Context: an optimization exercise on an open-source flow, tuned for small area. The choices shown serve that exercise and are no tape-out recipe. Only simulation tests tie the RTL to the original design; equivalence was not proved. The clock port is modelled as an ideal driver; clocking choices that lean on that would not hold on a real chip.

==> v23 <==
==> flow/design.v (excerpt) <==
module spaceinvaders(
    input            CLOCK_50,
    input            resetn,
    input    [9:0]   SW,
    output   [6:0]   HEX0,
    output   [8:0]   VGA_X,
    output   [8:0]   VGA_Y,
    output   [2:0]   VGA_COLOUR,
    output           VGA_PLOT
    );
    localparam ME = 5'd0,  BF = 5'd1,  B0 = 5'd2,  BB = 5'd3,
               PI = 5'd4,  PD = 5'd5,  PE = 5'd6,  BU = 5'd7,
               CK = 5'd13, EG = 5'd14;
    localparam [1:0] GI = 2'd1, GD = 2'd2, GE = 2'd3;
    reg [4:0] cs;
    reg [1:0] dy;      
    reg [2:0] dx;      
    reg [7:0] px;      
    reg [8:0] ey;      
    reg [4:0] ex;      
    reg       dir;
    reg [7:0] bx;      
    reg [4:0] byi;     
    reg [4:0] hit;
    reg [8:0] fc;
    wire [1:0] grp = cs[4:3];
    wire [2:0] k = cs[2:0];
    wire isE = (grp != 2'd0) && !(k[2] && (k[1] || k[0]));
    wire isP = (cs == PI) || (cs == PD) || (cs == PE);
    wire isB = (cs == BF) || (cs == B0) || (cs == BB);
    wire isU = (cs == BU);
    wire shooting = (byi != 5'd0);
    wire ld  = (dy == 2'd0) && (dx == 3'd1);
  ...
==> flow/config.mk <==
export PLATFORM = sky130hd
export DESIGN_NAME = spaceinvaders
export DESIGN_NICKNAME = spaceinvaders
export VERILOG_FILES = /design/flow/design.v
export SDC_FILE = /design/flow/constraint.sdc
export NUM_CORES = 4
export LEC_CHECK = 0
export CAP_MARGIN = 20
export CORE_MARGIN = 2
export CORE_UTILIZATION = 40
export SLEW_MARGIN = 20
==> flow/constraint.sdc <==
create_clock -name core_clock -period 10.0 [get_ports {CLOCK_50}]
set_input_delay 2.0000 -clock core_clock [delete_from_list [all_inputs] [get_ports {CLOCK_50}]]
set_output_delay 2.0000 -clock core_clock [all_outputs]
set_load 0.01 [all_outputs]
standard.sh (not shown) runs the stock make flow with config.mk's settings and CLKGATE_MAP_FILE= SYNTH_SCRIPT=/design/flow/synth_recipe.tcl, a recipe that flattens the netlist after the stock synthesis.
==> flow/flow/run.sh <==
#!/bin/bash
# Own layout flow:
#  1. the standard synthesis (standard.sh synth), unchanged;
#  2. the combinational logic between the registers is re-mapped for area by
#     ABC (flow/resynth.tcl) with the scripts flow/*.abc, in rounds that start
#     from the smallest netlists so far; the smallest netlist is kept.
#     The registers keep their instances, names and cell types;
#  3. the standard layout (standard.sh finish) with buf_1 port buffers,
#     85% core utilisation and a hand-built clock tree (flow/pre_cts.tcl):
#     the clock port drives four clkbuf_8, each driving a quarter of the
#     registers.
# Each tool writes its full output to a log file in this folder.
set -euo pipefail
R=orfs/results/$FLOW_PLATFORM/spaceinvaders/base
LIB=$FLOW_HOME/platforms/$FLOW_PLATFORM/lib/sky130_fd_sc_hd__tt_025C_1v80.lib
bash standard.sh synth > 1_synth.log 2>&1
# Beam search over re-mapped netlists: each round re-maps the BEAM smallest
# netlists so far with every script (after a round without progress, the
# next-best ones); it stops after two rounds in a row find nothing smaller. Four re-mappings run at a time.
BEAM=4
STALL=0
cp $R/1_2_yosys.v $R/rs_0.v
echo "999999999 $R/rs_0.v" > 2_resynth_pool.log
best=999999999
for round in 1 2 3 4 5 6 7 8 9 10 11 12; do
  # after a round without progress, start from the next-best netlists instead
  tail -n +$((STALL * BEAM + 1)) 2_resynth_pool.log | head -n $BEAM | awk '{print $2}' > 2_resynth_starts.log
  i=0
  while read -r start; do
    for s in flow/*.abc; do
      i=$((i+1))
      n=$(basename $s .abc)
      out=$R/rs_${round}_$i.v
      log=2_resynth_${round}_${i}_$n.log
      ( RS_LIB=$LIB RS_IN=$start RS_OUT=$out RS_ABC=$PWD/$s \
          yosys -c flow/resynth.tcl > $log 2>&1 || true
        a=$(grep "Chip area" $log | tail -1 | awk '{print $NF}' || true)
        if [[ -n "$a" && -s $out ]]; then echo "$a $out" >> 2_resynth_pool.log; fi ) &
      if (( i % 4 == 0 )); then wait; fi
    done
  done < 2_resynth_starts.log
  wait
  sort -n -u 2_resynth_pool.log -o 2_resynth_pool.log
  nb=$(head -n 1 2_resynth_pool.log | awk '{print $1}')
  echo "round $round best $nb" >> 2_resynth_areas.log
  if awk "BEGIN{exit !($nb >= $best)}"; then
    STALL=$((STALL+1)); if (( STALL >= 2 )); then break; fi
  else
    STALL=0; best=$nb
  fi
done
cp "$(head -n 1 2_resynth_pool.log | awk '{print $2}')" $R/rs_best.v
echo "kept $(head -n 1 2_resynth_pool.log)" >> 2_resynth_areas.log
cp $R/rs_best.v $R/1_2_yosys.v
bash standard.sh \
  "CTS_ARGS=-sink_clustering_enable -repair_clock_nets -dont_use_dummy_load -buf_list sky130_fd_sc_hd__clkbuf_4 -root_buf sky130_fd_sc_hd__clkbuf_4" \
  "BUFFER_PORTS_ARGS=-buffer_cell sky130_fd_sc_hd__buf_1" \
  "PRE_CTS_TCL=$PWD/flow/pre_cts.tcl" \
  CORE_UTILIZATION=85 \
  finish > 3_layout.log 2>&1
==> flow/flow/b1.abc <==
strash
balance -l
resub -K 6 -l
rewrite -l
resub -K 6 -N 2 -l
refactor -l
resub -K 8 -l
balance -l
resub -K 8 -N 2 -l
rewrite -l
resub -K 10 -l
rewrite -z -l
resub -K 10 -N 2 -l
balance -l
resub -K 12 -l
refactor -z -l
resub -K 12 -N 2 -l
rewrite -z -l
balance -l
balance -l
resub -K 6 -l
rewrite -l
resub -K 6 -N 2 -l
refactor -l
resub -K 8 -l
balance -l
resub -K 8 -N 2 -l
rewrite -l
resub -K 10 -l
rewrite -z -l
resub -K 10 -N 2 -l
balance -l
resub -K 12 -l
refactor -z -l
resub -K 12 -N 2 -l
rewrite -z -l
balance -l
dch -f
map -a
mfs2
strash
dch -f
map -a
topo
==> flow/flow/d2.abc <==
strash
balance -l
resub -K 6 -l
rewrite -l
resub -K 6 -N 2 -l
refactor -l
resub -K 8 -l
balance -l
resub -K 8 -N 2 -l
rewrite -l
resub -K 10 -l
rewrite -z -l
resub -K 10 -N 2 -l
balance -l
resub -K 12 -l
refactor -z -l
resub -K 12 -N 2 -l
rewrite -z -l
balance -l
balance -l
resub -K 6 -l
rewrite -l
resub -K 6 -N 2 -l
refactor -l
resub -K 8 -l
balance -l
resub -K 8 -N 2 -l
rewrite -l
resub -K 10 -l
rewrite -z -l
resub -K 10 -N 2 -l
balance -l
resub -K 12 -l
refactor -z -l
resub -K 12 -N 2 -l
rewrite -z -l
balance -l
&get -n
&st
&synch2
&nf -p -a -F 8 -A 4 -C 32 -R 1000
&put
mfs2
strash
&get -n
&st
&dch -f
&nf -p -a -F 8 -A 4 -C 32 -R 1000
&put
topo
==> flow/flow/e3.abc <==
strash
balance -l
resub -K 6 -l
rewrite -l
resub -K 6 -N 2 -l
refactor -l
resub -K 8 -l
balance -l
resub -K 8 -N 2 -l
rewrite -l
resub -K 10 -l
rewrite -z -l
resub -K 10 -N 2 -l
balance -l
resub -K 12 -l
refactor -z -l
resub -K 12 -N 2 -l
rewrite -z -l
balance -l
balance -l
resub -K 6 -l
rewrite -l
resub -K 6 -N 2 -l
refactor -l
resub -K 8 -l
balance -l
resub -K 8 -N 2 -l
rewrite -l
resub -K 10 -l
rewrite -z -l
resub -K 10 -N 2 -l
balance -l
resub -K 12 -l
refactor -z -l
resub -K 12 -N 2 -l
rewrite -z -l
balance -l
&get -n
&st
&dch -f
&nf -p -a -F 8 -A 4 -C 32 -R 1000
&put
mfs2
strash
&get -n
&st
&dch -f
&nf -p -a -F 8 -A 4 -C 32 -R 1000
&put
mfs2
strash
&get -n
&st
&dch -f
&nf -p -a -F 8 -A 4 -C 32 -R 1000
&put
mfs2
strash
&get -n
&st
&dch -f
&nf -p -a -F 8 -A 4 -C 32 -R 1000
&put
mfs2
strash
&get -n
&st
&dch -f
&nf -p -a -F 8 -A 4 -C 32 -R 1000
&put
mfs2
strash
&get -n
&st
&dch -f
&nf -p -a -F 8 -A 4 -C 32 -R 1000
&put
mfs2
strash
&get -n
&st
&dch -f
&nf -p -a -F 8 -A 4 -C 32 -R 1000
&put
topo
==> flow/flow/e4.abc <==
strash
balance -l
resub -K 6 -l
rewrite -l
resub -K 6 -N 2 -l
refactor -l
resub -K 8 -l
balance -l
resub -K 8 -N 2 -l
rewrite -l
resub -K 10 -l
rewrite -z -l
resub -K 10 -N 2 -l
balance -l
resub -K 12 -l
refactor -z -l
resub -K 12 -N 2 -l
rewrite -z -l
balance -l
balance -l
resub -K 6 -l
rewrite -l
resub -K 6 -N 2 -l
refactor -l
resub -K 8 -l
balance -l
resub -K 8 -N 2 -l
rewrite -l
resub -K 10 -l
rewrite -z -l
resub -K 10 -N 2 -l
balance -l
resub -K 12 -l
refactor -z -l
resub -K 12 -N 2 -l
rewrite -z -l
balance -l
&get -n
&st
&synch2
&nf -p -a -F 8 -A 4 -C 32 -R 1000
&put
mfs2
strash
&get -n
&st
&synch2
&nf -p -a -F 8 -A 4 -C 32 -R 1000
&put
mfs2
strash
&get -n
&st
&dch -f
&nf -p -a -F 8 -A 4 -C 32 -R 1000
&put
topo
==> flow/flow/f2.abc <==
strash
balance -l
resub -K 6 -l
rewrite -l
resub -K 6 -N 2 -l
refactor -l
resub -K 8 -l
balance -l
resub -K 8 -N 2 -l
rewrite -l
resub -K 10 -l
rewrite -z -l
resub -K 10 -N 2 -l
balance -l
resub -K 12 -l
refactor -z -l
resub -K 12 -N 2 -l
rewrite -z -l
balance -l
balance -l
resub -K 6 -l
rewrite -l
resub -K 6 -N 2 -l
refactor -l
resub -K 8 -l
balance -l
resub -K 8 -N 2 -l
rewrite -l
resub -K 10 -l
rewrite -z -l
resub -K 10 -N 2 -l
balance -l
resub -K 12 -l
refactor -z -l
resub -K 12 -N 2 -l
rewrite -z -l
balance -l
dc2
&get -n
&st
&dc2
&put
&get -n
&st
&dch -f
&nf -p -a -F 8 -A 4 -C 32 -R 1000
&put
mfs2
strash
&get -n
&st
&dch -f
&nf -p -a -F 8 -A 4 -C 32 -R 1000
&put
topo
==> flow/flow/resynth.tcl <==
# Re-map the combinational logic of the standard synthesis netlist for area.
# The registers keep their instances, names and cell types; only the logic
# between them is re-mapped by ABC with the script named in RS_ABC.
yosys -import
set lib $::env(RS_LIB)
set in  $::env(RS_IN)
set out $::env(RS_OUT)
set script $::env(RS_ABC)
read_liberty -ignore_miss_func $lib
read_verilog $in
hierarchy -top spaceinvaders
set seq {}
foreach c [list dfxtp_1 dfxtp_2 dfxtp_4 edfxtp_1 dfrtp_1 dfstp_1 dfbbp_1 dfrbp_1 dfsbp_1 dfxbp_1 edfxbp_1 sdfxtp_1 conb_1 dlxtp_1] {
  lappend seq sky130_fd_sc_hd__$c
}
foreach m $seq { catch { setattr -mod -set keep_hierarchy 1 $m } }
flatten
foreach m $seq { catch { blackbox $m } }
opt -purge
set du {}
foreach p {*probe* *lpflow* *clkdly* *dlygate* *dlymetal* *clkbuf* *clkinv* *buf_16 *buf_12 *buf_8 *buf_6 *inv_16 *inv_12 *inv_8 *inv_6 *bufinv* *bufbuf* *conb*} { lappend du -dont_use $p }
abc -liberty $lib {*}$du -script $script
opt_clean -purge
hilomap -singleton -hicell sky130_fd_sc_hd__conb_1 HI -locell sky130_fd_sc_hd__conb_1 LO
yosys rename -enumerate -pattern tie_% t:sky130_fd_sc_hd__conb_1
yosys rename -hide w:*.*
# left out here: clear keep_hierarchy, clean up
stat -liberty $lib
write_verilog -noattr -nohex -nodec $out
Other scripts of this flow, unchanged in this note and not shown: flow/flow/c3.abc, flow/flow/d1.abc, flow/flow/d6.abc, flow/flow/pre_cts.tcl
==> v26 (differences from v23) <==
--- a/flow/design.v
+++ b/flow/design.v
@@ -42,11 +42,11 @@
         if (isP || (isU && !sel)) ya = 9'd118;
         else if (sel) ya = {2'b00, byi, 2'b01};
         else ya = ey;
     end
     wire [2:0] kk = isE ? k : 3'd0;
-    wire [5:0] toff = {3'b000, dx} + {2'b11, ~kk, 1'b0};    
+    wire [5:0] toff = {3'b000, dx} - 6'd2 - {2'b00, kk, 1'b0};
     wire [7:0] xb = (cs == CK) ? {3'b111, ~ex} : mvl ? 8'd253 : isU ? {6'd0, ~sel, 1'b0} : {{2{toff[5]}}, toff};
     wire [1:0] yb = isU ? {1'b0, ~sel} : dy;
     wire [7:0] X = xa + xb;
     wire [8:0] Y = ya + {7'd0, yb};
     reg plot;
==> flow/flow/run.sh (replaced) <==
#!/bin/bash
# Own layout flow:
#  1. the standard synthesis (standard.sh synth), unchanged;
#  2. the combinational logic between the registers is re-mapped for area by
#     ABC (flow/resynth.tcl) with the scripts flow/*.abc; each round starts
#     from the smallest netlist so far, until a round finds nothing smaller.
#     The registers keep their instances, names and cell types;
#  3. the standard layout (standard.sh finish) with buf_1 port buffers,
#     70% core utilisation and a hand-built clock tree (flow/pre_cts.tcl):
#     the clock port drives four clkbuf_8, each driving a quarter of the
#     registers.
# Each tool writes its full output to a log file in this folder.
set -euo pipefail
R=orfs/results/$FLOW_PLATFORM/spaceinvaders/base
LIB=$FLOW_HOME/platforms/$FLOW_PLATFORM/lib/sky130_fd_sc_hd__tt_025C_1v80.lib
bash standard.sh synth > 1_synth.log 2>&1
cp $R/1_2_yosys.v $R/rs_best.v
bestA=999999999
for round in 1 2 3 4 5 6; do
  for s in flow/*.abc; do
    n=$(basename $s .abc)
    RS_LIB=$LIB RS_IN=$R/rs_best.v RS_OUT=$R/rs_${round}_$n.v RS_ABC=$PWD/$s \
      yosys -c flow/resynth.tcl > 2_resynth_${round}_$n.log 2>&1 &
  done
  wait || true
  improved=0
  for s in flow/*.abc; do
    n=$(basename $s .abc)
    a=$(grep "Chip area" 2_resynth_${round}_$n.log | tail -1 | awk '{print $NF}' || true)
    echo "round $round $n ${a:-failed}" >> 2_resynth_areas.log
    if [[ -n "$a" ]] && awk "BEGIN{exit !($a < $bestA)}"; then
      bestA=$a; cp $R/rs_${round}_$n.v $R/rs_next.v; improved=1
    fi
  done
  if [[ $improved == 1 ]]; then mv $R/rs_next.v $R/rs_best.v; else break; fi
done
echo "kept $bestA" >> 2_resynth_areas.log
cp $R/rs_best.v $R/1_2_yosys.v
bash standard.sh \
  "CTS_ARGS=-sink_clustering_enable -repair_clock_nets -dont_use_dummy_load -buf_list sky130_fd_sc_hd__clkbuf_4 -root_buf sky130_fd_sc_hd__clkbuf_4" \
  "BUFFER_PORTS_ARGS=-buffer_cell sky130_fd_sc_hd__buf_1" \
  "PRE_CTS_TCL=$PWD/flow/pre_cts.tcl" \
  CORE_UTILIZATION=70 CAP_MARGIN=5 SLEW_MARGIN=5 \
  finish > 3_layout.log 2>&1
removed: flow/flow/b1.abc
removed: flow/flow/d2.abc
removed: flow/flow/e4.abc
removed: flow/flow/f2.abc
==> v12 (differences from v23) <==
--- a/flow/design.v
+++ b/flow/design.v
@@ -42,11 +42,11 @@
         if (isP || (isU && !sel)) ya = 9'd118;
         else if (sel) ya = {2'b00, byi, 2'b01};
         else ya = ey;
     end
     wire [2:0] kk = isE ? k : 3'd0;
-    wire [5:0] toff = {3'b000, dx} + {2'b11, ~kk, 1'b0};    
+    wire [5:0] toff = {3'b000, dx} - 6'd2 - {2'b00, kk, 1'b0};
     wire [7:0] xb = (cs == CK) ? {3'b111, ~ex} : mvl ? 8'd253 : isU ? {6'd0, ~sel, 1'b0} : {{2{toff[5]}}, toff};
     wire [1:0] yb = isU ? {1'b0, ~sel} : dy;
     wire [7:0] X = xa + xb;
     wire [8:0] Y = ya + {7'd0, yb};
     reg plot;
==> flow/flow/run.sh (replaced) <==
#!/bin/bash
# Own layout flow:
#  1. the standard synthesis (standard.sh synth), unchanged;
#  2. the combinational logic between the registers is re-mapped for area by
#     ABC with a few scripts (flow/*.abc); the smallest netlist is kept. The
#     registers keep their instances, names and cell types;
#  3. the standard layout (standard.sh finish) with one-size port buffers
#     and a clock tree of clkbuf_4 without dummy loads.
# Each tool writes its full output to a log file in this folder.
set -euo pipefail
R=orfs/results/$FLOW_PLATFORM/spaceinvaders/base
LIB=$FLOW_HOME/platforms/$FLOW_PLATFORM/lib/sky130_fd_sc_hd__tt_025C_1v80.lib
bash standard.sh synth > 1_synth.log 2>&1
cp $R/1_2_yosys.v $R/1_2_yosys_std.v
best=""; bestA=""
for s in flow/*.abc; do
  n=$(basename $s .abc)
  RS_LIB=$LIB RS_IN=$R/1_2_yosys_std.v RS_OUT=$R/rs_$n.v RS_ABC=$PWD/$s \
    yosys -c flow/resynth.tcl > 2_resynth_$n.log 2>&1 &
done
wait
for s in flow/*.abc; do
  n=$(basename $s .abc)
  a=$(grep "Chip area" 2_resynth_$n.log | tail -1 | awk '{print $NF}')
  echo "$n $a" >> 2_resynth_areas.log
  if [[ -n "$a" ]] && { [[ -z "$bestA" ]] || awk "BEGIN{exit !($a < $bestA)}"; }; then best=$n; bestA=$a; fi
done
echo "best $best $bestA" >> 2_resynth_areas.log
cp $R/rs_$best.v $R/1_2_yosys.v
bash standard.sh \
  "CTS_ARGS=-sink_clustering_enable -repair_clock_nets -dont_use_dummy_load -buf_list sky130_fd_sc_hd__clkbuf_4 -root_buf sky130_fd_sc_hd__clkbuf_4" \
  "BUFFER_PORTS_ARGS=-buffer_cell sky130_fd_sc_hd__buf_1" \
  "PRE_CTS_TCL=$PWD/flow/pre_cts.tcl" \
  finish > 3_layout.log 2>&1
removed: flow/flow/b1.abc
removed: flow/flow/e3.abc
removed: flow/flow/e4.abc
removed: flow/flow/f2.abc
==> v20 (differences from v23) <==
--- a/flow/flow/run.sh
+++ b/flow/flow/run.sh
@@ -4,11 +4,11 @@
 #  2. the combinational logic between the registers is re-mapped for area by
 #     ABC (flow/resynth.tcl) with the scripts flow/*.abc, in rounds that start
 #     from the smallest netlists so far; the smallest netlist is kept.
 #     The registers keep their instances, names and cell types;
 #  3. the standard layout (standard.sh finish) with buf_1 port buffers,
-#     85% core utilisation and a hand-built clock tree (flow/pre_cts.tcl):
+#     70% core utilisation and a hand-built clock tree (flow/pre_cts.tcl):
 #     the clock port drives four clkbuf_8, each driving a quarter of the
 #     registers.
 # Each tool writes its full output to a log file in this folder.
 set -euo pipefail
 R=orfs/results/$FLOW_PLATFORM/spaceinvaders/base
@@ -54,7 +54,7 @@
 cp $R/rs_best.v $R/1_2_yosys.v
 bash standard.sh \
   "CTS_ARGS=-sink_clustering_enable -repair_clock_nets -dont_use_dummy_load -buf_list sky130_fd_sc_hd__clkbuf_4 -root_buf sky130_fd_sc_hd__clkbuf_4" \
   "BUFFER_PORTS_ARGS=-buffer_cell sky130_fd_sc_hd__buf_1" \
   "PRE_CTS_TCL=$PWD/flow/pre_cts.tcl" \
-  CORE_UTILIZATION=85 \
+  CORE_UTILIZATION=70 \
   finish > 3_layout.log 2>&1
==> comparison <==
v23 ended with an error in global placement without I/O (3_1_place_gp_skip_io), error GPL-0301. v26 finished with timing, DRC and antenna clean. v20 ran to the end with no violations. v12 ran to the end with no violations.
Final area: v12 > v26 > v20.
Sequential cell count is the same in v26 and v20.
Of v23 and v26, v26 has the higher synthesized area (gap 3.0%, measured against v26).
Via count: v20 > v26 > v12.
Between v12 and v23, the lower synthesized cell count is in v23 (gap 1.4%, measured against v23).
Clock skew, lowest first: v12, v26, v20.
Utilization, lowest first: v12, v20, v26.

-- static timing again, ports no longer ideal --
The flow's constraints put no driver on any port. The routed layouts listed below were extracted and timed again, unchanged, in two steps.
Step 1, drivers: a clkbuf_16 drives CLOCK_50 and a buf_2 each remaining input, both assumed.
Step 2 times the ports against the registers' clock, not the clock port: input delays grow and output delays shrink by t, the midpoint of the rising clock arrivals with the driver on.
a / b / c = ideal ports / drivers / drivers and shift; a / b = the first two.
| run | shift t [ns] | slack for setup (ns) | worst setup path at the end |
|---|---|---|---|
| v26 | 0.221 | 2.005 / 1.937 / 2.158 | register to output |
| v12 | 0.218 | 2.103 / 2.039 / 2.257 | register to output |
| v20 | 0.220 | 2.124 / 2.058 / 2.278 | register to output |
After both steps setup and hold are still met in every run listed.
